This design comes from an exercise in tuning for small area on the open sky130 flow, not from production work.
RTL that was checked went through simulation tests only; none was proved equivalent to the original.
The RTL of runs 1 and 2 was laid out without a check of its function.
The clock port is modelled as an ideal driver; clocking choices that lean on that would not hold on a real chip.
Power is estimated from default activity; no workload was simulated.

[flow/flow/synth_area.tcl]
# The standard synthesis (synth_recipe.tcl), with the final technology
# mapping done by an area-oriented ABC script (flow/area.abc) instead of
# ORFS's delay-oriented one. Registers are not touched by ABC.
proc synth {args} { yosys synth -nofsm -noshare {*}$args }
proc abc {args} {
  set i [lsearch -exact $args -script]
  if { $i >= 0 } {
    set args [lreplace $args [expr {$i + 1}] [expr {$i + 1}] $::env(AREA_ABC_SCRIPT)]
  }
  yosys abc {*}$args
}
source $::env(SCRIPTS_DIR)/synth.tcl
# left out here: clear keep_hierarchy, flatten, clean up, hide names made inside functions, write 1_2_yosys.v
[flow/constraint.sdc]
create_clock -name core_clock -period 5.0 [get_ports {clk}]
set_input_delay 1.0000 -clock core_clock [delete_from_list [all_inputs] [get_ports {clk}]]
set_output_delay 1.0000 -clock core_clock [all_outputs]
set_load 0.01 [all_outputs]
[flow/config.mk]
export PLATFORM = sky130hd
export DESIGN_NAME = dx_spi_core
export DESIGN_NICKNAME = dx_spi_core
export VERILOG_FILES = /design/flow/design.v
export SDC_FILE = /design/flow/constraint.sdc
export NUM_CORES = 4
export LEC_CHECK = 0
export CAP_MARGIN = 20
export CORE_MARGIN = 2
export CORE_UTILIZATION = 40
export SLEW_MARGIN = 20
[flow/flow/area.abc]
strash
dch
amap
strash
dch -f
amap
strash
dch -f
amap
strash
dch -f
amap
topo
[flow/flow/clk_resize.tcl]
# POST_CTS hook: the clock tree is built with clkbuf_8; buffers that drive
# few pins (all but the root) are then swapped to clkbuf_4 (same footprint origin, narrower, so
# the placement stays legal).
set small_fanout $::env(CLK_SMALL_FANOUT)
set block [ord::get_db_block]
foreach inst [$block getInsts] {
  if { [[$inst getMaster] getName] ne "sky130_fd_sc_hd__clkbuf_8" } { continue }
  set fo 0
  set root 0
  foreach it [$inst getITerms] {
    if { [$it getNet] eq "NULL" } { continue }
    if { [$it isOutputSignal] } {
      set fo [expr {[llength [[$it getNet] getITerms]] - 1}]
    } elseif { [$it isInputSignal] && [llength [[$it getNet] getBTerms]] > 0 } {
      # driven straight from the clock port: the root buffer, left as it is
      set root 1
    }
  }
  if { $root } { continue }
  if { $fo <= $small_fanout } {
    puts "clk_resize: [$inst getName] fanout $fo -> clkbuf_4"
    replace_cell [$inst getName] sky130_fd_sc_hd__clkbuf_4
  }
}
[flow/standard.sh]
#!/bin/bash
# synth_recipe.tcl (not shown) runs the flow's synth.tcl, then flattens the netlist and writes it again
# the make line also repeats each setting of config.mk as NAME=value (left out here)
make -C /OpenROAD-flow-scripts/flow DESIGN_CONFIG=/design/flow/config.mk WORK_HOME=/design/flow/orfs CLKGATE_MAP_FILE= SYNTH_SCRIPT=/design/flow/synth_recipe.tcl "${@:-finish}"
[flow/flow/run.sh]
#!/bin/bash
# The standard layout (standard.sh) with these changes:
#  - synthesis maps the logic with an area-oriented ABC script (synth_area.tcl),
#  - the port buffers are the smallest buffer cell (buf_1),
#  - the clock tree uses clkbuf_8 and no dummy loads; after CTS, clock
#    buffers driving at most CLK_SMALL_FANOUT pins become clkbuf_4.
set -euo pipefail
here=$(pwd)
export AREA_ABC_SCRIPT="$here/flow/area.abc"
export BUFFER_PORTS_ARGS="-buffer_cell sky130_fd_sc_hd__buf_1"
export CTS_ARGS="-sink_clustering_enable -repair_clock_nets -dont_use_dummy_load -buf_list sky130_fd_sc_hd__clkbuf_8"
export POST_CTS_TCL="$here/flow/clk_resize.tcl"
export CLK_SMALL_FANOUT=10
sed "s#SYNTH_SCRIPT=[^ ]*#SYNTH_SCRIPT=$here/flow/synth_area.tcl#" standard.sh > standard_area.sh
grep -q "SYNTH_SCRIPT=$here/flow/synth_area.tcl" standard_area.sh
bash standard_area.sh > standard.log 2>&1
[flow/design.v]
`timescale 1ns / 100ps
module dx_spi_core
#(
	parameter DATA_WIDTH = 32,
	parameter DATA_COUNT_WIDTH = 8,
	parameter SCLK_COUNT_WIDTH = 16
)
(
	input wire clk,
	input wire rst,
	input wire [DATA_COUNT_WIDTH-1:0] spi_width_i,
	input wire cpol_i,
	input wire cpha_i,
	input wire [SCLK_COUNT_WIDTH-1:0] sclk_div_i,
	input wire mosi_stb,
	input wire [DATA_WIDTH-1:0] mosi_data_i,
	output wire miso_stb,
	output wire [DATA_WIDTH-1:0] miso_data_o,
	output wire ready_o,
	output reg [2:0] state_o,
	output wire [DATA_COUNT_WIDTH-1:0] data_count_o,
	output reg wr_edge,
	output reg rd_edge,
	output reg sclk,
	output reg mosi,
	input wire miso,
	output wire csn
);
localparam ST_IDLE   = 3'd0;
localparam ST_CONFIG = 3'd1;
localparam ST_PRE    = 3'd2;
localparam ST_EDGE_A = 3'd3;
localparam ST_EDGE_B = 3'd4;
localparam ST_POST   = 3'd5;
reg [2:0] state;
reg [4:0] spi_width;      
reg cpol;
reg cpha;
reg [15:0] sclk_div;
reg [15:0] sclk_count;
reg [5:0] data_count;
reg [31:0] sr;
wire st_idle = (state == ST_IDLE);
wire st_cfg  = (state == ST_CONFIG);
wire st_pre  = (state == ST_PRE);
wire st_a    = (state == ST_EDGE_A);
wire st_b    = (state == ST_EDGE_B);
wire st_post = (state == ST_POST);
wire accept  = st_idle & mosi_stb;
reg cnt_begin;            
wire cnt_done  = (sclk_count == sclk_div);
wire wr_ev = cnt_begin & (cpha ? st_a : (st_pre | st_b));
wire rd_ev = cnt_begin & (cpha ? (st_b | st_post) : st_a);
wire end_ev = cnt_begin & st_post & ~cpha;
wire [4:0] w_in = spi_width_i[4:0];
wire [31:0] keep;
genvar gi;
generate
	for (gi = 0; gi < 32; gi = gi + 1) begin : g_keep
		if (gi == 31)
			assign keep[gi] = ~rst;
		else
			assign keep[gi] = ~rst & ((w_in == 5'd0) | ({1'b0, w_in} >= 6'd32 - gi));
	end
endgenerate
always @(posedge clk) begin
	if (st_idle | cnt_done)
		sclk_count <= 16'd0;
	else
		sclk_count <= sclk_count + 1'b1;
	cnt_begin <= st_idle | cnt_done;
end
always @(posedge clk) begin
	if (rst) begin
		state <= ST_IDLE;
	end else begin
		case (state)
		ST_IDLE:   if (mosi_stb) state <= ST_CONFIG;
		ST_CONFIG: if (cnt_done) state <= ST_PRE;
		ST_PRE:    if (cnt_done) state <= ST_EDGE_A;
		ST_EDGE_A: if (cnt_done) state <= (data_count[4:0] == spi_width) ? ST_POST : ST_EDGE_B;
		ST_EDGE_B: if (cnt_done) state <= ST_EDGE_A;
		ST_POST:   if (cnt_done) state <= ST_IDLE;
		default:   state <= ST_IDLE;
		endcase
	end
end
always @(posedge clk) begin
	if (rst)
		cpol <= 1'b0;
	else if (accept)
		cpol <= cpol_i;
end
always @(posedge clk) begin
	if (accept) begin
		spi_width <= spi_width_i[4:0];
		cpha      <= cpha_i;
		sclk_div  <= sclk_div_i;
	end
end
wire sr_load  = rst | accept;
wire sr_shift = ~sr_load & rd_ev;
wire sr_hold  = ~sr_load & ~rd_ev;
always @(posedge clk) begin
	sr <= (mosi_data_i & keep & {32{accept}})
	    | ({sr[30:0], miso} & {32{sr_shift}})
	    | (sr & {32{sr_hold}});
end
always @(posedge clk) begin
	sclk <= cpol ^ st_a;
end
always @(posedge clk) begin
	if (st_idle | end_ev)
		mosi <= 1'b0;
	else if (wr_ev)
		mosi <= sr[31];
end
always @(posedge clk) begin
	if (st_idle | end_ev)
		data_count <= 6'd0;
	else if (wr_ev)
		data_count <= data_count + 1'b1;
end
always @(posedge clk) begin
	if (st_idle) begin
		wr_edge <= 1'b0;
		rd_edge <= 1'b0;
	end else if (wr_ev) begin
		wr_edge <= 1'b1;
		rd_edge <= 1'b0;
	end else if (rd_ev) begin
		wr_edge <= 1'b0;
		rd_edge <= 1'b1;
	end else if (end_ev) begin
		rd_edge <= 1'b0;
	end
end
always @(posedge clk) begin
	state_o <= state;
end
assign miso_stb = st_idle & (state_o == ST_POST);
assign ready_o = st_idle & ~miso_stb;
assign csn = ready_o | st_cfg | (st_pre & cnt_begin);
assign miso_data_o = sr;
assign data_count_o = {2'b00, data_count};
endmodule
==> results of run 1 <==
[flip-flops by register name, indices dropped and copies added (netlist names), 3 cells and up]
register / count
data_count: 6
spi_width: 5
state_o: 3
state: 3
sclk_count: 16
sclk_div: 16
sr: 32
[cell usage after synthesis (3+ instances only)]
cell      instances  area share [%]
a311oi_1          4            0.96
a211oi_1          6             1.2
a221o_1           6             1.6
nor2_1           53             5.5
nor2b_1           4            0.69
nand3_1          13             1.8
dfxtp_1          66              36
o21ai_0          27             3.7
nor4_1            3            0.51
and3_1            5            0.86
o22ai_1           3            0.51
a21oi_1          20             2.7
a22oi_1           7             1.4
clkinv_1         60             6.2
o211ai_1          6             1.2
a222oi_1          4             1.1
o221ai_1         19             4.6
nand2_1          38             3.9
nor3_1           14             1.9
edfxtp_1         22              18
[cell families (layout without fill, tap and decap cells)]
logic type	Yosys count	in the layout
flops	88	88
xor+xnor	3	3
buf+inv	62	178
other cells	1	2
fa+ha+maj	2	2
simple gates	136	136
compound gates	111	111
[routing by layer]
layer  vias to the layer above  global-route usage, %  routed length [um]  share of wire, %
li1                       1696                      -                   -                 -
met1                      1538                  26.36                4444                48
met2                       122                  27.96                4103                44
met3                         9                  4.708                 599               6.5
met4                         0                  7.060                  92               1.0
met5                         -                      0                   0                 0
[power groups by stage]
stage / logic, mW / clock network [mW] / registers [mW]
finish: 0.583 / 0.359 / 0.992
global route: 0.657 / 0.399 / 1.01
detailed placement: 0.586 / 0 / 1.01
global placement: 0.575 / 0 / 1.01
floorplan: 0.348 / 0 / 1.02
[how the worst max path moves through the flow]
| stage | start | endpoint | depth (start not counted) |
|---|---|---|---|
| floorplan | mosi_stb | sr[1]$_DFF_P_ | 6 |
| global placement | mosi_stb | sr[1]$_DFF_P_ | 8 |
| detailed placement | mosi_stb | sr[1]$_DFF_P_ | 8 |
| global route | state[1]$_SDFFE_PP0P_ | sr[21]$_DFF_P_ | 9 |
| finish | mosi_stb | sr[5]$_DFF_P_ | 8 |
[layout make-up]
class | instances | area (um^2) | area share [%]
inverter | 60 | 225.2 | 5.234
sequential | 88 | 1982 | 46.06
multi-input combinational | 254 | 1429 | 33.21
clock buffer | 9 | 111.4 | 2.588
tap | 108 | 135.1 | 3.140
timing repair buffer | 109 | 420.4 | 9.770
==> summary.md, run 1 <==
| Metric | Value |
|---|---|
| # setup viols final | 0 |
| Detailed-routing iteration count for the pre-antenna-repair pass | 5 |
| Antenna-violating nets left | 0 |
| Largest net degree at the start of global routing | 24 |
| Share of cells above drive strength 1 | 2.308% |
| DR vias | 3,365 |
| Reg power frac | 51.3% |
| Max Clk Rate | 0.3149 GHz |
| Hold Path Cell Cnt | 0 |
| Post-DP Area | 4192 um^2 |
| Final GP Congestion | 0.8998 |
| Synth Area in Adders | 0.6861% |
| Max incr delay on CP | 0.62 ns |
| Die H | 99.49 um |
| Largest family of logic cells by synthesized area | compound AO/OA/AOI/OAI gates |
| Routed WL | 9.240 mm |
| RSZ-0062 raised after global routing | no |
| Dpl hpwl | 7.001 mm |
| Syn. warnings | 1 |
| CP max-delay cell | clkinv_1 |
| Mean post-synth cell area | 9.050 um^2 |
| Wire per inst | 14.71 um |
| Tot Pwr | 1.935 mW |
| Hold crit path type | reg -> reg |
| CP startpoint kind | input port |
| Nets@finish | 586 |
| Iter 0 DRT Violations | 197 |
| Status | timing/DRC/antenna clean |
| Minimum clock period | 3.176 ns |
| Commonest non-fill, non-tap cell in the layout | buf_1 |
| Final setup TNS | 0 ns |
| Mux cell area share after synthesis | 0% |
| Complex-gate fraction of the synthesized area | 21.27% |
| Initial antenna violation count | 0 |
| First-pass GRT wire length | 14.64 mm |
| Row Count | 34 |
| Ys flop type | dfxtp_1 |
| Worst reg2reg startpoint | state[1]$_SDFFE_PP0P_ |
| CP top delay family | buffers and inverters |
| Clock transition at path regs | 0.08 ns |
| Maximum capacitance violations | 0 |
| Cells on worst reg2reg path | 9 |
| Synth unique cells | 36 |
| Simple logic cell fraction of the synthesized area | 16.30% |
| Internal power | 1.220 mW |
| WP buf/inv | 4 |
| Num ports | 112 |
| Synthesis-stage register bit count | 88 |
| Power per cell area | 449.6 nW/um^2 |
| Clock Power Share | 18.6% |
| # diodes | 0 |
| Cell Area, Synth | 3647 um^2 |
| Post-Synth XOR/XNOR Area | 0.7204% |
| Die X | 99.49 um |
| Post-Syn Instances | 403 |
| Slew margin rel. | 47.89% |
| Placement Setup Slack | 1.408 ns |
| Vias/cell | 5.358 |
| Core Util, Final | 49.10% |
| Layout area overhead | 17.98% |
| Layout Cells excl Fill | 628 |
| Clk sink count | 88 |
| Crit path kind | in -> reg |
| CP endpoint kind | flip-flop |
| Dpl cells | 619 |
| Port bufs | 106 |
| All-layer global routing usage | 18.77% |
| Worst Path Arrival | 3.42 ns |
| VDD IR max | 0.1971 mV |
| Core area | 8763 um^2 |
| Fill count | 874 |
| Final global-route overflow total | 0 |
| Starting density of the core | 41.62% |
| Fin crit share | 63.52% |
| Worst-path cell chain | buf_1 > nand2_1 > clkinv_1 > or2_0 > nor2_1 > buf_4 > clkinv_1 > o221ai_1 |
| Final worst slack | 1.824 ns |
| Most frequent cells in the layout | 106 x buf_1, 66 x dfxtp_1, 60 x clkinv_1, 53 x nor2_1, 38 x nand2_1 |
| Sequential area share after synthesis | 54.34% |
| Origin of the worst min-delay path | state[2]$_SDFFE_PP0P_ |
| Critical Path RT | 5.24 ns |
| Final hold slack | 0.3788 ns |
| Clk_skew | 0.02083 ns |
| Combinational power share | 30.1% |
| CP max FO | 23 |
| Max Slew Vio Count | 0 |
| EDFF count, synth | 22 |
| P_sw | 0.7141 mW |
| Switching Fraction | 36.91% |
| Final hold violations | 0 |
| Leak pwr | 1.403 nW |
| Clk Latency, worst-skew pair | 0.35 ns |
| CTS tree | yes |
| Tightest Pin Transition | 0.7768 ns |
| FFs w/ async S/R, synth | 0% |
| Reg-to-Reg End | sr[5]$_DFF_P_ |
| Vias in the first global route | 3,068 |
| Post-route cell area | 4303 um^2 |
| Most used cell, CP | clkinv_1 |
| Die ar. | 9898 um^2 |
| DRC | 0 |
| Hold endpoint | state_o[2]$_DFF_P_ |
| Reg-to-reg slack, setup | 1.89 ns |
==> run 2: changes to the inputs <==
--- a/flow/flow/run.sh
+++ b/flow/flow/run.sh
@@ -10,7 +10,7 @@
 export BUFFER_PORTS_ARGS="-buffer_cell sky130_fd_sc_hd__buf_1"
 export CTS_ARGS="-sink_clustering_enable -repair_clock_nets -dont_use_dummy_load -buf_list sky130_fd_sc_hd__clkbuf_8"
 export POST_CTS_TCL="$here/flow/clk_resize.tcl"
-export CLK_SMALL_FANOUT=10
+export CLK_SMALL_FANOUT=11
 sed "s#SYNTH_SCRIPT=[^ ]*#SYNTH_SCRIPT=$here/flow/synth_area.tcl#" standard.sh > standard_area.sh
 grep -q "SYNTH_SCRIPT=$here/flow/synth_area.tcl" standard_area.sh
 bash standard_area.sh > standard.log 2>&1
==> summary.md, run 2 <==
| Metric | Value |
|---|---|
| Hold crit path type | reg -> reg |
| Max Slew Vio Count | 0 (unchanged) |
| Leak pwr | 1.395 nW (-0.55%) |
| Max FFs per register | 32 (unchanged) |
| CP max-delay cell | clkinv_1 |
| FFs w/ async S/R, synth | 0% (unchanged) |
| Largest net degree at the start of global routing | 24 (unchanged) |
| Wire per inst | 14.68 um (-0.25%) |
| Die X | 99.49 um (unchanged) |
| Most used cell, CP | clkinv_1 |
| CP endpoint kind | flip-flop |
| # setup viols final | 0 (unchanged) |
| Syn. warnings | 1 (unchanged) |
| Nets@finish | 586 (unchanged) |
| DRC | 0 (unchanged) |
| Detailed-routing iteration count for the pre-antenna-repair pass | 5 (unchanged) |
| WP buf/inv | 4 (unchanged) |
| Synthesis-stage register bit count | 88 (unchanged) |
| First-pass GRT wire length | 14.64 mm (unchanged) |
| Die H | 99.49 um (unchanged) |
| Ys flop type | dfxtp_1 |
| Worst Path Arrival | 3.41 ns (about the same) |
| Iter 0 DRT Violations | 211 (+7.1%) |
| Register area | 1982 um^2 (unchanged) |
| Post-Syn Instances | 403 (unchanged) |
| DR vias | 3,355 (-0.30%) |
| Final GP Congestion | 0.8998 (unchanged) |
| Max Clk Rate | 0.3150 GHz (about the same) |
| Core area | 8763 um^2 (unchanged) |
| Most frequent cells in the layout | 106 x buf_1, 66 x dfxtp_1, 60 x clkinv_1, 53 x nor2_1, 38 x nand2_1 |
| Status | timing/DRC/antenna clean |
| Yosys top cell area share | 36.23% (unchanged) |
| Sequential area share after synthesis | 54.34% (unchanged) |
| Slew margin rel. | 48.27% (+0.38 points) |
| Fin crit share | 63.49% (about the same) |
| Vias in the first global route | 3,068 (unchanged) |
| Met2 Track Usage GR | 27.96% (unchanged) |
| Multi-input gate area | 1429 um^2 (unchanged) |
| Most frequent cells after synthesis | 66 x dfxtp_1, 60 x clkinv_1, 53 x nor2_1 |
| Cell Area, Synth | 3647 um^2 (unchanged) |
| RSZ-0062 raised after global routing | no |
| Crit path kind | in -> reg |
| Routed WL | 9.217 mm (-0.25%) |
| CP max FO | 23 (unchanged) |
| VDD IR max | 0.1971 mV (about the same) |
| Mean post-synth cell area | 9.050 um^2 (unchanged) |
| Most frequent cell after synthesis | dfxtp_1 |
| Maximum capacitance violations | 0 (unchanged) |
| Power per cell area | 444.6 nW/um^2 (-1.1%) |
| CP startpoint kind | input port |
| Final setup TNS | 0 ns (unchanged) |
| CP top delay family | buffers and inverters |
| # diodes | 0 (unchanged) |
| Largest register by flop count | sr |
| Final global-route overflow total | 0 (unchanged) |
| EDFF count, synth | 22 (unchanged) |
| Max incr delay on CP | 0.62 ns (about the same) |
| Vias/cell | 5.342 (-0.30%) |
| Row Count | 34 (unchanged) |
| Worst-path cell chain | buf_1 > nand2_1 > clkinv_1 > or2_0 > nor2_1 > buf_4 > clkinv_1 > o221ai_1 |
| Initial antenna violation count | 0 (unchanged) |
| Fill count | 875 (+0.11%) |
| Share of cells above drive strength 1 | 2.308% (unchanged) |
| Clk Latency, worst-skew pair | 0.36 ns (about the same) |
| All-layer global routing usage | 18.77% (unchanged) |
| Clock transition at path regs | 0.08 ns (about the same) |
| Final hold slack | 0.3787 ns (-0.0001630 ns) |
| Clk_skew | 0.04132 ns (+0.02049 ns) |
| Die ar. | 9898 um^2 (unchanged) |
| Num ports | 112 (unchanged) |
| Minimum clock period | 3.175 ns (-0.001320 ns) |
| Dpl hpwl | 7.001 mm (unchanged) |
| Antenna-violating nets left | 0 (unchanged) |
| CTS tree | yes |
| Critical Path RT | 5.23 ns (about the same) |
| Port bufs | 106 (unchanged) |
| Final hold violations | 0 (unchanged) |
| Clk sink count | 88 (unchanged) |
| Starting density of the core | 41.62% (unchanged) |
| Most Crowded Layer GR | met2 |
| Post-synth top area cell | dfxtp_1 |
| M1 GR Usage | 26.36% (unchanged) |
| Layout area overhead | 17.46% |
| Synth area leaders | dfxtp_1 36%, edfxtp_1 18%, clkinv_1 6.2% |
| Top Registers | sr (32), sclk_count (16), sclk_div (16) |
| Commonest non-fill, non-tap cell in the layout | buf_1 |
| GRT met3 Usage | 4.708% (unchanged) |
| Tightest Pin Transition | 0.7712 ns (-0.005627 ns) |
| Synth unique cells | 36 (unchanged) |
run 2: cell counts after synthesis:
No cell type changed its count.
run 2: cells by family after synthesis:
logic type	after synthesis	synth area share [%]
xor gates and xnor gates	3	0.7205
AOI/OAI and AO/OA	111	21.27
buffers and inverters	62	6.587
and+or+nand+nor	136	16.30
other	1	0.1028
DFF	88	54.34
adders and majority gates	2	0.6860
run 2: routing by layer:
metal | wire, um | vias to the layer above
met5 | 0 | -
met2 | 4075 | 112
met4 | 128 | 0
met3 | 578 | 13
met1 | 4436 | 1534
li1 | - | 1696
run 2: final cells by class:
| cell class | count | share of cell area (%) |
|---|---|---|
| clock buffer | 9 | 2.161 |
| inverter | 60 | 5.257 |
| multi-input combinational | 254 | 33.35 |
| sequential | 88 | 46.26 |
| tap | 108 | 3.154 |
| timing repair buffer | 109 | 9.813 |
run 2: final timing paths:
path,endpoint,cells past startpoint,startpoint,slack (ns)
worst max-delay path,sr[23]$_DFF_P_,8,mosi_stb,1.83
worst min-delay path,state_o[2]$_DFF_P_,0,state[2]$_SDFFE_PP0P_,0.38
worst max register to register,sr[23]$_DFF_P_,9,state[1]$_SDFFE_PP0P_,1.90
worst min register to register,state_o[2]$_DFF_P_,0,state[2]$_SDFFE_PP0P_,0.38
run 2: stage by stage:
| step | std cells | util (%) | worst slack [ns] | cell area (um^2) | total power, mW |
|---|---|---|---|---|---|
| floorplan | 404 | - | 1.650 | 3651 | 1.371 |
| global placement | 619 | 47.83 | 1.485 | 4192 | 1.580 |
| detailed placement | 619 | 47.83 | 1.408 | 4192 | 1.594 |
| global route | 628 | 48.89 | 1.512 | 4284 | 2.037 |
| finish | 628 | 48.89 | 1.825 | 4284 | 1.905 |
run 2: power breakdown:
group | switching [mW] | leakage, nW | internal (mW)
sequential | 0.0961 | 0.745 | 0.896
clock | 0.211 | 0.0518 | 0.119
combinational | 0.403 | 0.599 | 0.180
total | 0.710 | 1.40 | 1.19
==> run 3: changes to the inputs <==
--- a/flow/design.v
+++ b/flow/design.v
@@ -19,8 +19,8 @@
 	output wire ready_o,
 	output reg [2:0] state_o,
 	output wire [DATA_COUNT_WIDTH-1:0] data_count_o,
-	output reg wr_edge,
-	output reg rd_edge,
+	output wire wr_edge,
+	output wire rd_edge,
 	output reg sclk,
 	output reg mosi,
 	input wire miso,
@@ -121,20 +121,12 @@
 	else if (wr_ev)
 		data_count <= data_count + 1'b1;
 end
-always @(posedge clk) begin
-	if (st_idle) begin
-		wr_edge <= 1'b0;
-		rd_edge <= 1'b0;
-	end else if (wr_ev) begin
-		wr_edge <= 1'b1;
-		rd_edge <= 1'b0;
-	end else if (rd_ev) begin
-		wr_edge <= 1'b0;
-		rd_edge <= 1'b1;
-	end else if (end_ev) begin
-		rd_edge <= 1'b0;
-	end
-end
+wire st_bp = st_b | st_post;
+wire first_a = (state_o == ST_PRE);    
+assign wr_edge = cpha ? ((st_a & ~cnt_begin) | (st_bp & cnt_begin))
+                      : (((st_pre | st_b) & ~cnt_begin) | (st_a & cnt_begin));
+assign rd_edge = cpha ? ((st_a & cnt_begin & ~first_a) | (st_bp & ~cnt_begin) | miso_stb)
+                      : ((st_a & ~cnt_begin) | (st_bp & cnt_begin));
 always @(posedge clk) begin
 	state_o <= state;
 end
--- a/flow/flow/run.sh
+++ b/flow/flow/run.sh
@@ -8,9 +8,9 @@
 here=$(pwd)
 export AREA_ABC_SCRIPT="$here/flow/area.abc"
 export BUFFER_PORTS_ARGS="-buffer_cell sky130_fd_sc_hd__buf_1"
-export CTS_ARGS="-sink_clustering_enable -repair_clock_nets -dont_use_dummy_load -buf_list sky130_fd_sc_hd__clkbuf_8"
+export CTS_ARGS="-repair_clock_nets -dont_use_dummy_load -buf_list sky130_fd_sc_hd__clkbuf_16"
 export POST_CTS_TCL="$here/flow/clk_resize.tcl"
-export CLK_SMALL_FANOUT=11
+export CLK_SMALL_FANOUT=10
 sed "s#SYNTH_SCRIPT=[^ ]*#SYNTH_SCRIPT=$here/flow/synth_area.tcl#" standard.sh > standard_area.sh
 grep -q "SYNTH_SCRIPT=$here/flow/synth_area.tcl" standard_area.sh
 bash standard_area.sh > standard.log 2>&1
==> summary.md, run 3 <==
| Metric | Value |
|---|---|
| Fill count | 871 (-0.46%) |
| Clock transition at path regs | 0.05 ns (-0.03 ns) |
| CP endpoint kind | primary output |
| Synthesis-stage register bit count | 86 (-2.3%) |
| Die X | 99.21 um (-0.28%) |
| Tightest Pin Transition | 0.7982 ns (+0.02697 ns) |
| CP startpoint kind | flip-flop |
| Nets@finish | 592 (+1.0%) |
| First-pass GRT wire length | 15.08 mm (+3.0%) |
| Ys flop type | dfxtp_1 |
| Layout area overhead | 21.01% |
| Mean post-synth cell area | 8.844 um^2 (-2.3%) |
| Vias/cell | 5.356 (+0.26%) |
| Maximum capacitance violations | 0 (unchanged) |
| Critical Path RT | 4.00 ns (-1.23 ns) |
| Dpl cells | 625 (+0.97%) |
| Max FFs per register | 32 (unchanged) |
| Clk sink count | 86 (-2.3%) |
| VDD IR max | 0.2069 mV (+5.0%) |
| Wire per inst | 14.76 um (+0.54%) |
| Detailed-routing iteration count for the pre-antenna-repair pass | 5 (unchanged) |
| Tot Pwr | 2.099 mW (+10%) |
| FFs w/ async S/R, synth | 0% (unchanged) |
| Die ar. | 9843 um^2 (-0.56%) |
| Leak pwr | 1.462 nW (+4.8%) |
| Largest register by flop count | sr |
| Slew margin rel. | 46.46% (-1.8 points) |
| Status | timing/DRC/antenna clean |
| Final global-route overflow total | 0 (unchanged) |
| DR vias | 3,396 (+1.2%) |
| Layout Cells excl Fill | 634 (+0.96%) |
| Synth unique cells | 37 (+2.8%) |
| Sequential area share after synthesis | 53.55% (-0.79 points) |
| Clk Latency, worst-skew pair | 0.33 ns (-0.03 ns) |
| Synth area leaders | dfxtp_1 35%, edfxtp_1 18%, clkinv_1 7.0% |
| Crit path kind | reg -> out |
| EDFF count, synth | 22 (unchanged) |
| Iter 0 DRT Violations | 173 (-18%) |
| # diodes | 0 (unchanged) |
| Final setup TNS | 0 ns (unchanged) |
| Core area | 8763 um^2 (unchanged) |
| Placement Setup Slack | 1.346 ns (-0.06247 ns) |
| Final hold slack | 0.4020 ns (+0.02337 ns) |
| Commonest non-fill, non-tap cell in the layout | buf_1 |
| Num ports | 112 (unchanged) |
| Dpl hpwl | 7.237 mm (+3.4%) |
| Max Clk Rate | 0.2985 GHz (-5.3%) |
| # setup viols final | 0 (unchanged) |
| Post-Syn Instances | 410 (+1.7%) |
| Vias in the first global route | 3,233 (+5.4%) |
| Port bufs | 106 (unchanged) |
| Most frequent cells after synthesis | 68 x clkinv_1, 64 x dfxtp_1, 64 x nor2_1 |
| RSZ-0062 raised after global routing | no |
| CP max FO | 6 (-74%) |
| Die H | 99.21 um (-0.28%) |
| Initial antenna violation count | 0 (unchanged) |
| DRC | 0 (unchanged) |
| Worst Path Arrival | 2.35 ns (-1.06 ns) |
| Final GP Congestion | 0.8874 (-1.4%) |
| Syn. warnings | 1 (unchanged) |
| Share of cells above drive strength 1 | 2.091% (-0.22 points) |
| Max Slew Vio Count | 0 (unchanged) |
| Most frequent cells in the layout | 106 x buf_1, 68 x clkinv_1, 64 x nor2_1, 64 x dfxtp_1, 32 x o21ai_0 |
| All-layer global routing usage | 19.31% (+0.54 points) |
| Row Count | 34 (unchanged) |
| Largest net degree at the start of global routing | 23 (-4.2%) |
| Final worst slack | 1.649 ns (-0.1760 ns) |
| Most frequent cell after synthesis | clkinv_1 |
| Yosys top cell area share | 35.33% (-0.89 points) |
| Clk_skew | 0.01270 ns (-0.02862 ns) |
| Final hold violations | 0 (unchanged) |
| Antenna-violating nets left | 0 (unchanged) |
| CTS tree | yes |
| Top Registers | sr (32), sclk_count (16), sclk_div (16) |
| Minimum clock period | 3.351 ns (+0.1759 ns) |
| Power per cell area | 478.3 nW/um^2 (+7.6%) |
| Starting density of the core | 41.38% (-0.24 points) |
| Post-synth top area cell | dfxtp_1 |
| Hold crit path type | reg -> reg |
| Cell Area, Synth | 3626 um^2 (-0.58%) |
| Fin crit share | 67.01% (+3.5 points) |
| Routed WL | 9.355 mm (+1.5%) |
==> run 3: changes by cell type after synthesis, moves of 3 or more <==
cell      previous run  this run
nor2_1              53        64
o211ai_1             6         2
nor2b_1              4         1
o21ai_0             27        32
nand2_1             38        27
o22ai_1              3         6
clkinv_1            60        68
==> run 3: per-layer routing <==
layer	track usage [%]	wire, um	up-vias
met5	0	0	-
met4	5.585	140	0
met3	5.903	647	10
met2	31.96	4324	107
met1	24.43	4242	1556
li1	-	-	1723
==> run 3: stage by stage <==
step	cell area [um^2]	utilization (%)
floorplan	3630	-
global placement	4163	47.50
detailed placement	4163	47.50
global route	4388	50.07
finish	4388	50.07
==> run 3: worst max-delay path, stage by stage (launching register included) <==
cell and delay, ns:
dfxtp_1 0.41, clkinv_1 0.16, nor3_1 0.46, clkinv_1 0.24, nor2_1 0.22, a221oi_1 0.11, o21ai_0 0.23, buf_1 0.19
==> run 3: where the power goes <==
part / switching (mW) / internal [mW] / leakage (nW) / total, mW
Combinational: 0.426 / 0.184 / 0.623 / 0.610
Clock: 0.229 / 0.316 / 0.111 / 0.545
Sequential: 0.0861 / 0.858 / 0.728 / 0.944
Total: 0.740 / 1.36 / 1.46 / 2.10
==> run 3: area by class of cell <==
| type | count | area, um^2 | area share [%] |
|---|---|---|---|
| inverter | 68 | 255.2 | 5.817 |
| sequential | 86 | 1942 | 44.25 |
| tap | 108 | 135.1 | 3.080 |
| timing repair buffer | 108 | 412.9 | 9.410 |
| multi-input combinational | 255 | 1418 | 32.31 |
| clock buffer | 9 | 225.2 | 5.133 |
==> run 3: worst paths after layout <==
| check | from | endpoint | slack, ns | cells after the start |
|---|---|---|---|---|
| max reg2reg | state[0]$_SDFFE_PP0P_ | sr[31]$_DFF_P_ | 1.79 | 7 |
| max | state[0]$_SDFFE_PP0P_ | rd_edge | 1.65 | 7 |
| min reg2reg | state[1]$_SDFFE_PP0P_ | state_o[1]$_DFF_P_ | 0.40 | 0 |
| min | state[1]$_SDFFE_PP0P_ | state_o[1]$_DFF_P_ | 0.40 | 0 |
==> run 3: kinds of logic after synthesis <==
logic type	share of synthesized area, %
buf+inv	7.453
other cells	0.1034
compound gates	22.29
fa+ha+maj	0.6900
flops	53.55
simple gates	15.91
==> run 4: changes to the inputs <==
--- a/flow/flow/run.sh
+++ b/flow/flow/run.sh
@@ -8,7 +8,7 @@
 here=$(pwd)
 export AREA_ABC_SCRIPT="$here/flow/area.abc"
 export BUFFER_PORTS_ARGS="-buffer_cell sky130_fd_sc_hd__buf_1"
-export CTS_ARGS="-repair_clock_nets -dont_use_dummy_load -buf_list sky130_fd_sc_hd__clkbuf_16"
+export CTS_ARGS="-sink_clustering_enable -repair_clock_nets -dont_use_dummy_load -buf_list sky130_fd_sc_hd__clkbuf_16 -sink_clustering_size 90 -sink_clustering_max_diameter 400"
 export POST_CTS_TCL="$here/flow/clk_resize.tcl"
 export CLK_SMALL_FANOUT=10
 sed "s#SYNTH_SCRIPT=[^ ]*#SYNTH_SCRIPT=$here/flow/synth_area.tcl#" standard.sh > standard_area.sh
==> summary.md, run 4 <==
| Metric | Value |
|---|---|
| Status | timing/DRC/antenna clean |
| Most frequent cells in the layout | 106 x buf_1, 68 x clkinv_1, 64 x nor2_1, 64 x dfxtp_1, 32 x o21ai_0 |
| Most frequent cell after synthesis | clkinv_1 |
| Reg-to-reg slack, setup | 1.79 ns (about the same) |
| Dpl cells | 625 (unchanged) |
| Yosys top cell area share | 35.33% (unchanged) |
| Port bufs | 106 (unchanged) |
| Final hold violations | 0 (unchanged) |
| Mean post-synth cell area | 8.844 um^2 (unchanged) |
| Share of cells above drive strength 1 | 2.091% (unchanged) |
| Initial antenna violation count | 0 (unchanged) |
| Final global-route overflow total | 0 (unchanged) |
| Final setup TNS | 0 ns (unchanged) |
| Die ar. | 9843 um^2 (unchanged) |
| DRC | 0 (unchanged) |
| Num ports | 112 (unchanged) |
| CP endpoint kind | primary output |
| Cell Area, Synth | 3626 um^2 (unchanged) |
| Hold endpoint | state_o[1]$_DFF_P_ |
| Post-synth top area cell | dfxtp_1 |
| Antenna-violating nets left | 0 (unchanged) |
| Nets@finish | 592 (unchanged) |
| Power per cell area | 478.3 nW/um^2 (unchanged) |
| Die H | 99.21 um (unchanged) |
| Largest net degree at the start of global routing | 23 (unchanged) |
| Post-Syn Instances | 410 (unchanged) |
| Worst Path Arrival | 2.35 ns (about the same) |
| Cells on worst reg2reg path | 7 (unchanged) |
| Largest register by flop count | sr |
| Wire per inst | 14.76 um (unchanged) |
| CP max FO | 6 (unchanged) |
| Clock transition at path regs | 0.05 ns (about the same) |
| Vias in the first global route | 3,233 (unchanged) |
| Max Clk Rate | 0.2985 GHz (unchanged) |
| Fin crit share | 67.01% (unchanged) |
| Vias/cell | 5.356 (unchanged) |
| Ys flop type | dfxtp_1 |
| Critical Path RT | 4.00 ns (about the same) |
| Layout Cells excl Fill | 634 (unchanged) |
| Hold Path Cell Cnt | 0 (unchanged) |
| Max Slew Vio Count | 0 (unchanged) |
| Minimum clock period | 3.351 ns (unchanged) |
| Most frequent cells after synthesis | 68 x clkinv_1, 64 x dfxtp_1, 64 x nor2_1 |
| First-pass GRT wire length | 15.08 mm (unchanged) |
| Core area | 8763 um^2 (unchanged) |
| Dpl hpwl | 7.237 mm (unchanged) |
| Row Count | 34 (unchanged) |
| All-layer global routing usage | 19.31% (unchanged) |
| Hold crit path type | reg -> reg |
| Tightest Pin Transition | 0.7982 ns (unchanged) |
| Final GP Congestion | 0.8874 (unchanged) |
| FFs w/ async S/R, synth | 0% (unchanged) |
| EDFF count, synth | 22 (unchanged) |
| Slew margin rel. | 46.46% (unchanged) |
| Clk_skew | 0.01270 ns (unchanged) |
| Origin of the worst min-delay path | state[1]$_SDFFE_PP0P_ |
| CP startpoint kind | flip-flop |
| Detailed-routing iteration count for the pre-antenna-repair pass | 5 (unchanged) |
| Tot Pwr | 2.099 mW (unchanged) |
| Maximum capacitance violations | 0 (unchanged) |
| Die X | 99.21 um (unchanged) |
| Worst reg2reg startpoint | state[0]$_SDFFE_PP0P_ |
| CTS tree | yes |
| Clk sink count | 86 (unchanged) |
| Core Util, Final | 50.07% (unchanged) |
| Synth area leaders | dfxtp_1 35%, edfxtp_1 18%, clkinv_1 7.0% |
| DR vias | 3,396 (unchanged) |
| Synthesis-stage register bit count | 86 (unchanged) |
| Clk Latency, worst-skew pair | 0.33 ns (about the same) |
| Reg-to-Reg End | sr[31]$_DFF_P_ |
| Sequential area share after synthesis | 53.55% (unchanged) |
| # setup viols final | 0 (unchanged) |
| Routed WL | 9.355 mm (unchanged) |
| Starting density of the core | 41.38% (unchanged) |
| RSZ-0062 raised after global routing | no |
| Crit path kind | reg -> out |
| Top Registers | sr (32), sclk_count (16), sclk_div (16) |
| Syn. warnings | 1 (unchanged) |
| Max FFs per register | 32 (unchanged) |
| Synth unique cells | 37 (unchanged) |
| Iter 0 DRT Violations | 173 (unchanged) |
| Commonest non-fill, non-tap cell in the layout | buf_1 |
| VDD IR max | 0.2069 mV (unchanged) |
| Leak pwr | 1.462 nW (unchanged) |
| Layout area overhead | 21.01% (unchanged) |
| # diodes | 0 (unchanged) |
## run 4: power breakdown
group / total [mW] / internal (mW) / switching (mW)
sequential: 0.944 / 0.858 / 0.0861
clock: 0.545 / 0.316 / 0.229
combinational: 0.610 / 0.184 / 0.426
## run 4: how the worst max path moves through the flow
stage                                     start              to  slack (ns)  depth (start not counted)
after floorplan                  spi_width_i[2]  sr[29]$_DFF_P_        2.26                         12
after global placement           spi_width_i[2]  sr[29]$_DFF_P_        1.44                         13
after detailed placement         spi_width_i[2]  sr[29]$_DFF_P_        1.35                         13
after global routing             spi_width_i[2]  sr[29]$_DFF_P_        1.39                         13
final                     state[0]$_SDFFE_PP0P_         rd_edge        1.65                          7
## run 4: layout make-up
| type | count | area, um^2 |
|---|---|---|
| flip-flops and latches | 86 | 1942 |
| inverters | 68 | 255.2 |
| clock buffers | 9 | 225.2 |
| multi-input cells | 255 | 1418 |
| fillers | 871 | 4375 |
| well taps | 108 | 135.1 |
| repair buffers | 108 | 412.9 |
## run 4: kinds of logic after synthesis
family	after synthesis	synth area share (%)
other	1	0.1034
AO/OA/AOI/OAI	117	22.29
AND/OR/NAND/NOR	134	15.91
adder cells (fa/ha/maj)	2	0.6900
flip-flops	86	53.55
buffers and inverters	70	7.453
## run 4: stage by stage
| stage | hold WS (ns) | worst slack, ns | cell area [um^2] |
|---|---|---|---|
| detailed placement | 0.3906 | 1.346 | 4163 |
| finish | 0.4020 | 1.649 | 4388 |
| floorplan | 0.3676 | 2.256 | 3630 |
| global placement | 0.3909 | 1.439 | 4163 |
| global route | 0.4104 | 1.393 | 4388 |
## run 4: critical path, cell delays in order, from the launching register on
cell	delay, ns
dfxtp_1	0.41
clkinv_1	0.16
nor3_1	0.46
clkinv_1	0.24
nor2_1	0.22
a221oi_1	0.11
o21ai_0	0.23
buf_1	0.19
## run 4: metal layers
metal / up-vias / global-route usage (%) / part of all wire, %
met1: 1556 / 24.43 / 45
met3: 10 / 5.903 / 6.9
met4: 0 / 5.585 / 1.5
met5: - / 0 / 0
met2: 107 / 31.96 / 46
li1: 1723 / - / -
==> run 5: changes to the inputs <==
--- a/flow/flow/run.sh
+++ b/flow/flow/run.sh
@@ -8,7 +8,7 @@
 here=$(pwd)
 export AREA_ABC_SCRIPT="$here/flow/area.abc"
 export BUFFER_PORTS_ARGS="-buffer_cell sky130_fd_sc_hd__buf_1"
-export CTS_ARGS="-sink_clustering_enable -repair_clock_nets -dont_use_dummy_load -buf_list sky130_fd_sc_hd__clkbuf_16 -sink_clustering_size 90 -sink_clustering_max_diameter 400"
+export CTS_ARGS="-sink_clustering_enable -repair_clock_nets -dont_use_dummy_load -buf_list sky130_fd_sc_hd__clkbuf_8"
 export POST_CTS_TCL="$here/flow/clk_resize.tcl"
 export CLK_SMALL_FANOUT=10
 sed "s#SYNTH_SCRIPT=[^ ]*#SYNTH_SCRIPT=$here/flow/synth_area.tcl#" standard.sh > standard_area.sh
==> summary.md, run 5 <==
| Metric | Value |
|---|---|
| Largest register by flop count | sr |
| Dpl cells | 625 (unchanged) |
| Clock transition at path regs | 0.11 ns (+0.06 ns) |
| Post-synth top area cell | dfxtp_1 |
| CP startpoint kind | flip-flop |
| Synth area leaders | dfxtp_1 35%, edfxtp_1 18%, clkinv_1 7.0% |
| Syn. warnings | 1 (unchanged) |
| Layout area overhead | 17.53% |
| Post-Syn Instances | 410 (unchanged) |
| CP top delay family | simple AND/OR/NAND/NOR gates |
| Max incr delay on CP | 0.46 ns (about the same) |
| Leak pwr | 1.405 nW (-3.9%) |
| Cell Area, Synth | 3626 um^2 (unchanged) |
| Tightest Pin Transition | 0.8004 ns (+0.002202 ns) |
| Largest net degree at the start of global routing | 23 (unchanged) |
| RSZ-0062 raised after global routing | no |
| Final setup TNS | 0 ns (unchanged) |
| Power per cell area | 442.6 nW/um^2 (-7.5%) |
| Layout Cells excl Fill | 634 (unchanged) |
| Max Slew Vio Count | 0 (unchanged) |
| Mean post-synth cell area | 8.844 um^2 (unchanged) |
| Initial antenna violation count | 0 (unchanged) |
| # diodes | 0 (unchanged) |
| Worst reg2reg startpoint | state[0]$_SDFFE_PP0P_ |
| DRC | 0 (unchanged) |
| Sequential area share after synthesis | 53.55% (unchanged) |
| Wire per inst | 14.78 um (+0.19%) |
| Maximum capacitance violations | 0 (unchanged) |
| Commonest non-fill, non-tap cell in the layout | buf_1 |
| Clk_skew | 0.03317 ns (+0.02047 ns) |
| Share of cells above drive strength 1 | 2.091% (unchanged) |
| Critical Path RT | 4.00 ns (about the same) |
| Synth unique cells | 37 (unchanged) |
| First-pass GRT wire length | 15.01 mm (-0.50%) |
| Origin of the worst min-delay path | state[1]$_SDFFE_PP0P_ |
| Final GP Congestion | 0.8874 (unchanged) |
| WP buf/inv | 3 (unchanged) |
| Synthesis-stage register bit count | 86 (unchanged) |
| Detailed-routing iteration count for the pre-antenna-repair pass | 5 (unchanged) |
| All-layer global routing usage | 19.26% (-0.045 points) |
| Hold Path Cell Cnt | 0 (unchanged) |
| CTS tree | yes |
| Row Count | 34 (unchanged) |
| Final global-route overflow total | 0 (unchanged) |
| Die H | 99.21 um (unchanged) |
| Core area | 8763 um^2 (unchanged) |
| Max FFs per register | 32 (unchanged) |
| Fin crit share | 68.04% (+1.0 points) |
| Max Clk Rate | 0.2940 GHz (-1.5%) |
| Worst-path cell chain | clkinv_1 > nor3_1 > clkinv_1 > nor2_1 > a221oi_1 > o21ai_0 > buf_1 |
| Nets@finish | 592 (unchanged) |
| Final hold violations | 0 (unchanged) |
| CP max-delay cell | nor3_1 |
| Crit path kind | reg -> out |
| Dpl hpwl | 7.237 mm (unchanged) |
| Routed WL | 9.373 mm (+0.19%) |
| Clk sink count | 86 (unchanged) |
| Vias/cell | 5.355 (about the same) |
| Hold crit path type | reg -> reg |
| Port bufs | 106 (unchanged) |
| Worst Path Arrival | 2.40 ns (+0.05 ns) |
| Vias in the first global route | 3,225 (-0.25%) |
| Most used cell, CP | clkinv_1 |
| Iter 0 DRT Violations | 174 (+0.58%) |
| Num ports | 112 (unchanged) |
| Most frequent cells after synthesis | 68 x clkinv_1, 64 x dfxtp_1, 64 x nor2_1 |
| DR vias | 3,395 (-0.029%) |
| Minimum clock period | 3.402 ns (+0.05124 ns) |
| Reg-to-reg slack, setup | 1.78 ns (about the same) |
| FFs w/ async S/R, synth | 0% (unchanged) |
| Top Registers | sr (32), sclk_count (16), sclk_div (16) |
| Multi-input gate area | 1418 um^2 (unchanged) |
| # setup viols final | 0 (unchanged) |
| Most frequent cells in the layout | 106 x buf_1, 68 x clkinv_1, 64 x nor2_1, 64 x dfxtp_1, 32 x o21ai_0 |
| VDD IR max | 0.1427 mV (-31%) |
| Starting density of the core | 41.38% (unchanged) |
| Clk Latency, worst-skew pair | 0.36 ns (+0.03 ns) |
| Hold endpoint | state_o[1]$_DFF_P_ |
| Register area | 1942 um^2 (unchanged) |
| Most frequent cell after synthesis | clkinv_1 |
| CP max FO | 6 (unchanged) |
| Cells on worst reg2reg path | 7 (unchanged) |
| Antenna-violating nets left | 0 (unchanged) |
| Slew margin rel. | 46.31% (-0.15 points) |
| Fill count | 890 (+2.2%) |
| Ys flop type | dfxtp_1 |
| Die X | 99.21 um (unchanged) |
| Yosys top cell area share | 35.33% (unchanged) |
| Reg-to-Reg End | sr[30]$_DFF_P_ |
| Die ar. | 9843 um^2 (unchanged) |
| EDFF count, synth | 22 (unchanged) |
| CP endpoint kind | primary output |
| Status | timing/DRC/antenna clean |
-- run 5: cell counts after synthesis --
No cell type changed its count.
-- run 5: power breakdown --
| part | leakage (nW) | total, mW | switching [mW] | internal, mW |
|---|---|---|---|---|
| Clock | 0.0544 | 0.334 | 0.207 | 0.128 |
| Combinational | 0.623 | 0.609 | 0.425 | 0.184 |
| Sequential | 0.728 | 0.942 | 0.0861 | 0.856 |
| Total | 1.41 | 1.89 | 0.718 | 1.17 |
-- run 5: cell families (layout without fill, tap and decap cells) --
logic type,count (synthesis),count (layout),synth area share [%]
AO/OA/AOI/OAI,117,117,22.29
adder cells (fa/ha/maj),2,2,0.6900
buffers and inverters,70,185,7.453
flip-flops,86,86,53.55
other,1,2,0.1034
AND/OR/NAND/NOR,134,134,15.91
-- run 5: per-layer routing --
metal / GRT usage [%] / vias to the layer above / share of wire (%)
li1: - / 1721 / -
met1: 24.34 / 1539 / 45
met3: 6.325 / 6 / 7.8
met2: 32.02 / 129 / 46
met4: 4.742 / 0 / 0.91
met5: 0 / - / 0
-- run 5: final cells by class --
type	instances	area share, %
Sequential cell	86	45.57
Inverter	68	5.989
Multi-Input combinational cell	255	33.26
Timing Repair Buffer	108	9.689
Tap cell	108	3.171
Clock buffer	9	2.319
-- run 5: worst max-delay path by stage --
stage | startpoint | depth (start not counted) | end | slack [ns]
floorplan | spi_width_i[2] | 12 | sr[29]$_DFF_P_ | 2.26
global placement | spi_width_i[2] | 13 | sr[29]$_DFF_P_ | 1.44
detailed placement | spi_width_i[2] | 13 | sr[29]$_DFF_P_ | 1.35
global route | state[0]$_SDFFE_PP0P_ | 7 | rd_edge | 1.37
finish | state[0]$_SDFFE_PP0P_ | 7 | rd_edge | 1.60
-- run 5: worst register-to-register path, delay by kind of cell (launching register included) --
family / cells / cell delay [ns]
buffers and inverters: 3 / 0.95
AOI/OAI and AO/OA: 2 / 0.73
DFF: 1 / 0.44
and+or+nand+nor: 2 / 0.96
-- run 5: stage by stage --
stage               hold WS [ns]  cell area, um^2  total power, mW  utilization, %  setup slack [ns]
floorplan                 0.3676             3630            1.349               -             2.256
global placement          0.3909             4163            1.558           47.50             1.439
detailed placement        0.3906             4163            1.570           47.50             1.346
global route              0.4196             4262            2.016           48.63             1.374
finish                    0.4087             4262            1.886           48.63             1.598
==> run 6: changes to the inputs <==
--- a/flow/design.v
+++ b/flow/design.v
@@ -52,15 +52,31 @@
 wire wr_ev = cnt_begin & (cpha ? st_a : (st_pre | st_b));
 wire rd_ev = cnt_begin & (cpha ? (st_b | st_post) : st_a);
 wire end_ev = cnt_begin & st_post & ~cpha;
-wire [4:0] w_in = spi_width_i[4:0];
-wire [31:0] keep;
+wire ld_ok = accept & ~rst;
+wire [1:0] w_hi = spi_width_i[4:3];
+wire [2:0] w_lo = spi_width_i[2:0];
+wire w_32 = (spi_width_i[4:0] == 5'd0);
+wire [3:0] hi_gt, hi_eq;     
+wire [7:0] lo_ge;            
 genvar gi;
+generate
+	for (gi = 0; gi < 4; gi = gi + 1) begin : g_hi
+		assign hi_gt[gi] = ld_ok & (w_32 | (w_hi > gi));
+		assign hi_eq[gi] = ld_ok & ~w_32 & (w_hi == gi);
+	end
+	for (gi = 0; gi < 8; gi = gi + 1) begin : g_lo
+		assign lo_ge[gi] = (w_lo >= gi);
+	end
+endgenerate
+wire [31:0] sr_keep;
 generate
 	for (gi = 0; gi < 32; gi = gi + 1) begin : g_keep
 		if (gi == 31)
-			assign keep[gi] = ~rst;
+			assign sr_keep[gi] = ld_ok;
+		else if (gi == 0)
+			assign sr_keep[gi] = ld_ok & w_32;
 		else
-			assign keep[gi] = ~rst & ((w_in == 5'd0) | ({1'b0, w_in} >= 6'd32 - gi));
+			assign sr_keep[gi] = hi_gt[(32 - gi) / 8] | (hi_eq[(32 - gi) / 8] & lo_ge[(32 - gi) % 8]);
 	end
 endgenerate
 always @(posedge clk) begin
@@ -102,7 +118,7 @@
 wire sr_shift = ~sr_load & rd_ev;
 wire sr_hold  = ~sr_load & ~rd_ev;
 always @(posedge clk) begin
-	sr <= (mosi_data_i & keep & {32{accept}})
+	sr <= (mosi_data_i & sr_keep)
 	    | ({sr[30:0], miso} & {32{sr_shift}})
 	    | (sr & {32{sr_hold}});
 end
==> summary.md, run 6 <==
| Metric | Value |
|---|---|
| Die ar. | 9767 um^2 (-0.76%) |
| M1 GR Usage | 25.07% (+0.73 points) |
| CP max-delay cell | nor3_1 |
| GRT met3 Usage | 6.170% (-0.15 points) |
| Most frequent cells after synthesis | 69 x nor2_1, 64 x dfxtp_1, 50 x clkinv_1 |
| Clk Latency, worst-skew pair | 0.36 ns (about the same) |
| Starting density of the core | 41.25% (-0.13 points) |
| Critical Path RT | 5.29 ns (+1.29 ns) |
| CTS tree | yes |
| Detailed-routing iteration count for the pre-antenna-repair pass | 5 (unchanged) |
| Share of cells above drive strength 1 | 2.703% (+0.61 points) |
| Mean post-synth cell area | 8.993 um^2 (+1.7%) |
| Largest net degree at the start of global routing | 26 (+13%) |
| Clock transition at path regs | 0.11 ns (about the same) |
| Synth area leaders | dfxtp_1 36%, edfxtp_1 18%, nor2_1 7.2% |
| Top Registers | sr (32), sclk_count (16), sclk_div (16) |
| Iter 0 DRT Violations | 163 (-6.3%) |
| Fin crit share | 63.27% (-4.8 points) |
| Status | timing/DRC/antenna clean |
| Reg-to-Reg End | sr[11]$_DFF_P_ |
| Hold crit path type | reg -> reg |
| All-layer global routing usage | 19.13% (-0.13 points) |
| DR vias | 3,300 (-2.8%) |
| Ys flop type | dfxtp_1 |
| Clk_skew | 0.03108 ns (-0.002097 ns) |
| Final global-route overflow total | 0 (unchanged) |
| Worst Path Arrival | 3.45 ns (+1.05 ns) |
| Most used cell, CP | nand2_1 |
| Max Slew Vio Count | 0 (unchanged) |
| Layout area overhead | 18.33% |
| Most Crowded Layer GR | met2 |
| EDFF count, synth | 22 (unchanged) |
| Post-synth top area cell | dfxtp_1 |
| Routed WL | 8.921 mm (-4.8%) |
| FFs w/ async S/R, synth | 0% (unchanged) |
| Num ports | 112 (unchanged) |
| Crit path kind | in -> reg |
| Minimum clock period | 3.163 ns (-0.2385 ns) |
| Met2 Track Usage GR | 30.04% (-2.0 points) |
| Port bufs | 106 (unchanged) |
| Post-Syn Instances | 400 (-2.4%) |
| Cell Area, Synth | 3597 um^2 (-0.79%) |
| Dpl hpwl | 6.787 mm (-6.2%) |
| Final setup TNS | 0 ns (unchanged) |
| Yosys top cell area share | 35.62% (+0.28 points) |
| Power per cell area | 426.2 nW/um^2 (-3.7%) |
| # setup viols final | 0 (unchanged) |
| Vias/cell | 5.272 (-1.6%) |
| Reg-to-reg slack, setup | 2.22 ns (+0.44 ns) |
| Final GP Congestion | 0.8356 (-5.8%) |
| Die X | 98.83 um (-0.38%) |
| Maximum capacitance violations | 0 (unchanged) |
| Die H | 98.83 um (-0.38%) |
| Syn. warnings | 1 (unchanged) |
| # diodes | 0 (unchanged) |
| Tot Pwr | 1.814 mW (-3.8%) |
| Core area | 8721 um^2 (-0.49%) |
| Row Count | 34 (unchanged) |
| Commonest non-fill, non-tap cell in the layout | buf_1 |
| Wire per inst | 14.25 um (-3.6%) |
| Leak pwr | 1.412 nW (+0.47%) |
| Synth unique cells | 33 (-11%) |
| Sequential area share after synthesis | 53.98% (+0.43 points) |
| RSZ-0062 raised after global routing | no |
| Initial antenna violation count | 0 (unchanged) |
| Worst reg2reg startpoint | state[0]$_SDFFE_PP0P_ |
| First-pass GRT wire length | 14.90 mm (-0.69%) |
| CP endpoint kind | flip-flop |
| Vias in the first global route | 3,166 (-1.8%) |
| Slew margin rel. | 58.38% (+12 points) |
| DRC | 0 (unchanged) |
| Max FFs per register | 32 (unchanged) |
| Hold Path Cell Cnt | 0 (unchanged) |
| Final hold violations | 0 (unchanged) |
| Most frequent cell after synthesis | nor2_1 |
| VDD IR max | 0.1240 mV (-13%) |
| Synthesis-stage register bit count | 86 (unchanged) |
| Cells on worst reg2reg path | 13 (+6) |
| Max incr delay on CP | 0.53 ns (+0.07 ns) |
| Hold endpoint | state_o[0]$_DFF_P_ |
| Max Clk Rate | 0.3161 GHz (+7.5%) |
| Nets@finish | 584 (-1.4%) |
| Largest register by flop count | sr |
| Worst-path cell chain | buf_1 > nor2_1 > clkinv_1 > nor2_1 > nand2_1 > nor3_1 > a31oi_1 > nand2_1 > nand2_1 > a21oi_1 > a221o_1 |
| CP max FO | 11 (+5) |
| Antenna-violating nets left | 0 (unchanged) |
| Clk sink count | 86 (unchanged) |
| Origin of the worst min-delay path | state[0]$_SDFFE_PP0P_ |
| Tightest Pin Transition | 0.6177 ns (-0.1826 ns) |
| Most frequent cells in the layout | 106 x buf_1, 69 x nor2_1, 64 x dfxtp_1, 50 x clkinv_1, 33 x nand2_1 |
| CP startpoint kind | input port |
-- run 6: cell types whose count changed after synthesis, moves of 5 or more --
| cell | change |
|---|---|
| nor2_1 | +5 |
| and3_1 | -5 |
| a221o_1 | +10 |
| o21a_1 | +9 |
| clkinv_1 | -18 |
| o221ai_1 | -10 |
| nand2_1 | +6 |
| nand3_1 | -6 |
-- run 6: worst max-delay path, delay by kind of cell --
family,cells,cell delay [ns]
compound gates,3,0.43
buf+inv,2,0.32
simple gates,6,1.70
-- run 6: worst max path at each step --
stage                          end            from  slack, ns
floorplan            sr[5]$_DFF_P_        mosi_stb       1.44
finish              sr[11]$_DFF_P_  spi_width_i[2]       1.84
detailed placement  sr[11]$_DFF_P_  spi_width_i[2]       1.53
global route        sr[11]$_DFF_P_  spi_width_i[2]       1.44
global placement    sr[11]$_DFF_P_  spi_width_i[2]       1.57
-- run 6: per-layer routing --
metal / vias to the layer above / routed length, um
met2: 107 / 3994
met5: - / 0
met4: 0 / 80
met1: 1489 / 4118
li1: 1696 / -
met3: 8 / 727
-- run 6: power by group --
| group | total [mW] | internal (mW) | leakage, nW | switching (mW) |
|---|---|---|---|---|
| clock network | 0.342 | 0.136 | 0.0569 | 0.206 |
| registers | 0.955 | 0.857 | 0.728 | 0.0980 |
| logic | 0.517 | 0.173 | 0.627 | 0.344 |
| total | 1.81 | 1.17 | 1.41 | 0.648 |
-- run 6: final cells by class --
class | count | area, um^2
Sequential cell | 86 | 1942
Inverter | 50 | 187.7
Tap cell | 108 | 135.1
Fill cell | 877 | 4464
Timing Repair Buffer | 110 | 427.9
Clock buffer | 9 | 105.1
Multi-Input combinational cell | 263 | 1459
-- run 6: kinds of logic (layout without fill, tap and decap cells) --
kind of cell	Yosys count	count (layout)	synth area share [%]
adders and majority gates	2	2	0.6955
AOI/OAI and AO/OA	121	121	23.44
DFF	86	86	53.98
and+or+nand+nor	138	138	16.14
other	1	2	0.1042
buffers and inverters	52	169	5.635
-- run 6: per-stage QoR --
stage,utilization (%),instance area [um^2],setup slack (ns),hold WS [ns],cells
after global routing,48.81,4257,1.440,0.4277,626
after global placement,47.60,4151,1.571,0.3847,617
final,48.81,4257,1.837,0.4066,626
after floorplan,-,3601,1.440,0.3678,401
after detailed placement,47.60,4151,1.531,0.3875,617
==> run 7: changes to the inputs <==
==> flow/flow/area.abc (replaced) <==
&get -n
&st
&dch
&nf -R 1000 -p
&put
&get -n
&st
&dch
&nf -R 1000 -p
&put
&get -n
&st
&dch
&nf -R 1000 -p
&put
&get -n
&st
&dch
&nf -R 1000 -p
&put
&get -n
&st
&dch
&nf -R 1000 -p
&put
&get -n
&st
&dch
&nf -R 1000 -p
&put
&get -n
&st
&dch
&nf -R 1000 -p
&put
&get -n
&st
&dch
&nf -R 1000 -p
&put
topo
==> summary.md, run 7 <==
| Metric | Value |
|---|---|
| Crit path launch | mosi_stb |
| Clk Latency, worst-skew pair | 0.35 ns (about the same) |
| Ys flop type | dfxtp_1 |
| Leak pwr | 1.475 nW (+4.4%) |
| Status | timing/DRC/antenna clean |
| Die H | 97.69 um (-1.2%) |
| Synth area leaders | dfxtp_1 36%, edfxtp_1 19%, xnor2_1 4.7% |
| Dpl hpwl | 6.319 mm (-6.9%) |
| Crit path kind | in -> reg |
| Starting density of the core | 40.65% (-0.59 points) |
| First-pass GRT wire length | 14.00 mm (-6.1%) |
| Synth unique cells | 37 (+12%) |
| Layout Cells excl Fill | 577 (-7.8%) |
| Fin crit share | 61.45% (-1.8 points) |
| Minimum clock period | 3.072 ns (-0.09101 ns) |
| Final GP Congestion | 0.8371 (+0.18%) |
| # diodes | 0 (unchanged) |
| Antenna-violating nets left | 0 (unchanged) |
| Worst Path Arrival | 3.29 ns (-0.16 ns) |
| EDFF count, synth | 22 (unchanged) |
| Vias/cell | 5.418 (+2.8%) |
| Tightest Pin Transition | 0.8816 ns (+0.2638 ns) |
| CP endpoint kind | flip-flop |
| Mean post-synth cell area | 10.00 um^2 (+11%) |
| Vias in the first global route | 2,895 (-8.6%) |
| Max Clk Rate | 0.3255 GHz (+3.0%) |
| Core area | 8636 um^2 (-0.98%) |
| Post-Syn Instances | 351 (-12%) |
| Critical Path RT | 5.22 ns (-0.07 ns) |
| FFs w/ async S/R, synth | 0% (unchanged) |
| Syn. warnings | 1 (unchanged) |
| Die X | 97.69 um (-1.2%) |
| Final hold violations | 0 (unchanged) |
| Worst reg2reg startpoint | state[2]$_SDFFE_PP0P_ |
| Row Count | 34 (unchanged) |
| Clock transition at path regs | 0.10 ns (about the same) |
| Reg-to-Reg End | sr[5]$_DFF_P_ |
| All-layer global routing usage | 17.99% (-1.1 points) |
| Slew margin rel. | 40.73% (-18 points) |
| Clk_skew | 0.02169 ns (-0.009384 ns) |
| CP startpoint kind | input port |
| Initial antenna violation count | 0 (unchanged) |
| Worst setup path endpoint | sr[5]$_DFF_P_ |
| Iter 0 DRT Violations | 149 (-8.6%) |
| Fill count | 878 (+0.11%) |
| Wire per inst | 14.92 um (+4.7%) |
| Largest net degree at the start of global routing | 33 (+27%) |
| Final global-route overflow total | 0 (unchanged) |
| Core Util, Final | 48.25% (-0.56 points) |
| CP max FO | 25 (+14) |
| Routed WL | 8.607 mm (-3.5%) |
| Most frequent cells in the layout | 106 x buf_1, 64 x dfxtp_1, 43 x nand2_1, 30 x nor2_1, 25 x a21oi_1 |
| Layout area overhead | 18.67% |
| Power per cell area | 416.9 nW/um^2 (-2.2%) |
| CTS tree | yes |
| Final setup TNS | 0 ns (unchanged) |
| Num ports | 112 (unchanged) |
| Nets@finish | 535 (-8.4%) |
| Tot Pwr | 1.737 mW (-4.2%) |
| DRC | 0 (unchanged) |
| Max FFs per register | 32 (unchanged) |
| Final hold slack | 0.4458 ns (+0.03919 ns) |
| DR vias | 3,126 (-5.3%) |
| # setup viols final | 0 (unchanged) |
| Die ar. | 9542 um^2 (-2.3%) |
| Maximum capacitance violations | 0 (unchanged) |
| Port bufs | 106 (unchanged) |
| Synthesis-stage register bit count | 86 (unchanged) |
| Clk sink count | 86 (unchanged) |
| Cell Area, Synth | 3511 um^2 (-2.4%) |
| Reg-to-reg slack, setup | 2.07 ns (-0.15 ns) |
| Top Registers | sr (32), sclk_count (16), sclk_div (16) |
| VDD IR max | 0.1782 mV (+44%) |
| Sequential area share after synthesis | 55.31% (+1.3 points) |
| Cells on worst reg2reg path | 10 (-3) |
| Dpl cells | 568 (-7.9%) |
| Origin of the worst min-delay path | state[2]$_SDFFE_PP0P_ |
| Max Slew Vio Count | 0 (unchanged) |
| Most frequent cell after synthesis | dfxtp_1 |
| Most frequent cells after synthesis | 64 x dfxtp_1, 43 x nand2_1, 30 x nor2_1 |
| Detailed-routing iteration count for the pre-antenna-repair pass | 4 (-1) |
| Hold crit path type | reg -> reg |
| Commonest non-fill, non-tap cell in the layout | buf_1 |
| Post-synth top area cell | dfxtp_1 |
| Largest register by flop count | sr |
| Yosys top cell area share | 36.49% (+0.88 points) |
| Share of cells above drive strength 1 | 2.985% (+0.28 points) |
| RSZ-0062 raised after global routing | no |
-- run 7: changes by cell type after synthesis, sizes merged, moves of 8 or more --
cell    previous run  this run
o21ai             29        17
o21a              10         0
clkinv            50        12
nand2             33        43
xnor2              0        19
a211oi             8         0
nor2              69        30
and3               0         9
o22ai              9         1
-- run 7: worst min-delay path by stage --
stage | end | slack (ns) | depth (start not counted)
finish | state_o[2]$_DFF_P_ | 0.45 | 0
global route | state_o[2]$_DFF_P_ | 0.46 | 0
detailed placement | state_o[0]$_DFF_P_ | 0.44 | 0
global placement | state_o[1]$_DFF_P_ | 0.44 | 0
floorplan | state_o[0]$_DFF_P_ | 0.40 | 0
-- run 7: power breakdown --
group | total (mW) | internal (mW) | switching [mW]
sequential | 0.943 | 0.845 | 0.0983
combinational | 0.458 | 0.167 | 0.291
clock | 0.335 | 0.128 | 0.208
-- run 7: critical path: stages --
cell     delay [ns]
buf_1          0.09
and3_1         0.16
buf_4          0.24
nor2b_1        0.18
and3_1         0.28
a21oi_1        0.58
nor2_1         0.30
nand2_1        0.14
a21oi_1        0.05
a221o_1        0.27
-- run 7: cell type report --
| class | instances | area [um^2] | share of cell area, % |
|---|---|---|---|
| Timing Repair Buffer | 110 | 427.9 | 10.27 |
| Tap cell | 108 | 135.1 | 3.243 |
| Multi-Input combinational cell | 252 | 1518 | 36.43 |
| Inverter | 12 | 45.04 | 1.081 |
| Clock buffer | 9 | 98.84 | 2.372 |
| Sequential cell | 86 | 1942 | 46.61 |
-- run 7: per-stage QoR --
| stage | instance area [um^2] | setup WS, ns |
|---|---|---|
| 2_1_floorplan | 3515 | 1.359 |
| 3_5_place_dp | 4068 | 1.604 |
| 3_3_place_gp | 4068 | 1.623 |
| 6_report | 4167 | 1.928 |
| 5_1_grt | 4167 | 1.759 |
-- run 7: routing by layer --
layer | up-vias | track usage [%] | share of wire, %
li1 | 1556 | - | -
met1 | 1466 | 24.51 | 47
met2 | 91 | 27.59 | 45
met3 | 13 | 5.468 | 6.6
met4 | 0 | 5.449 | 1.7
met5 | - | 0 | 0
-- run 7: logic make-up (layout without fill, tap and decap cells) --
family                     Yosys count  after routing  synth area share [%]
and+or+nand+nor                    127            127                 16.68
AOI/OAI and AO/OA                   93             93                 18.39
DFF                                 86             86                 55.31
xor gates and xnor gates            25             25                 6.237
buffers and inverters               14            131                 1.710
muxes                                3              3                0.8553
adders and majority gates            2              2                0.7126
other                                1              2                0.1068

-- what the ideal ports hide --
The flow's constraints put no driver on any port. The routed layouts listed below were extracted and timed again, unchanged, in two steps. Step 1 assumes that a clkbuf_16 drives the clock port and a buf_2 every other input. Step 2 times the ports against the registers' clock, not the clock port: input delays grow and output delays shrink by t, the midpoint of the rising clock arrivals with the driver on. a / b / c = ideal ports / drivers / drivers and shift; a / b = the first two.
| run | t, ns | slack for setup (ns) | slew at the worst register clock pin (ns) |
|---|---|---|---|
| run 1 | 0.372 | 1.824 / 1.837 / 1.464 | 0.10 / 0.10 |
| run 2 | 0.374 | 1.825 / 1.838 / 1.464 | 0.12 / 0.12 |
| run 3 | 0.359 | 1.649 / 1.613 / 1.302 | 0.06 / 0.06 |
| run 4 | 0.359 | 1.649 / 1.613 / 1.302 | 0.06 / 0.06 |
| run 5 | 0.372 | 1.598 / 1.567 / 1.287 | 0.11 / 0.11 |
| run 6 | 0.374 | 1.837 / 1.840 / 1.466 | 0.11 / 0.11 |
| run 7 | 0.363 | 1.928 / 1.935 / 1.572 | 0.10 / 0.10 |
After both steps every run listed still meets setup and hold. The setup slack of run 6, which loses most, moves by +0.003 ns with the drivers and by -0.371 ns with both steps.
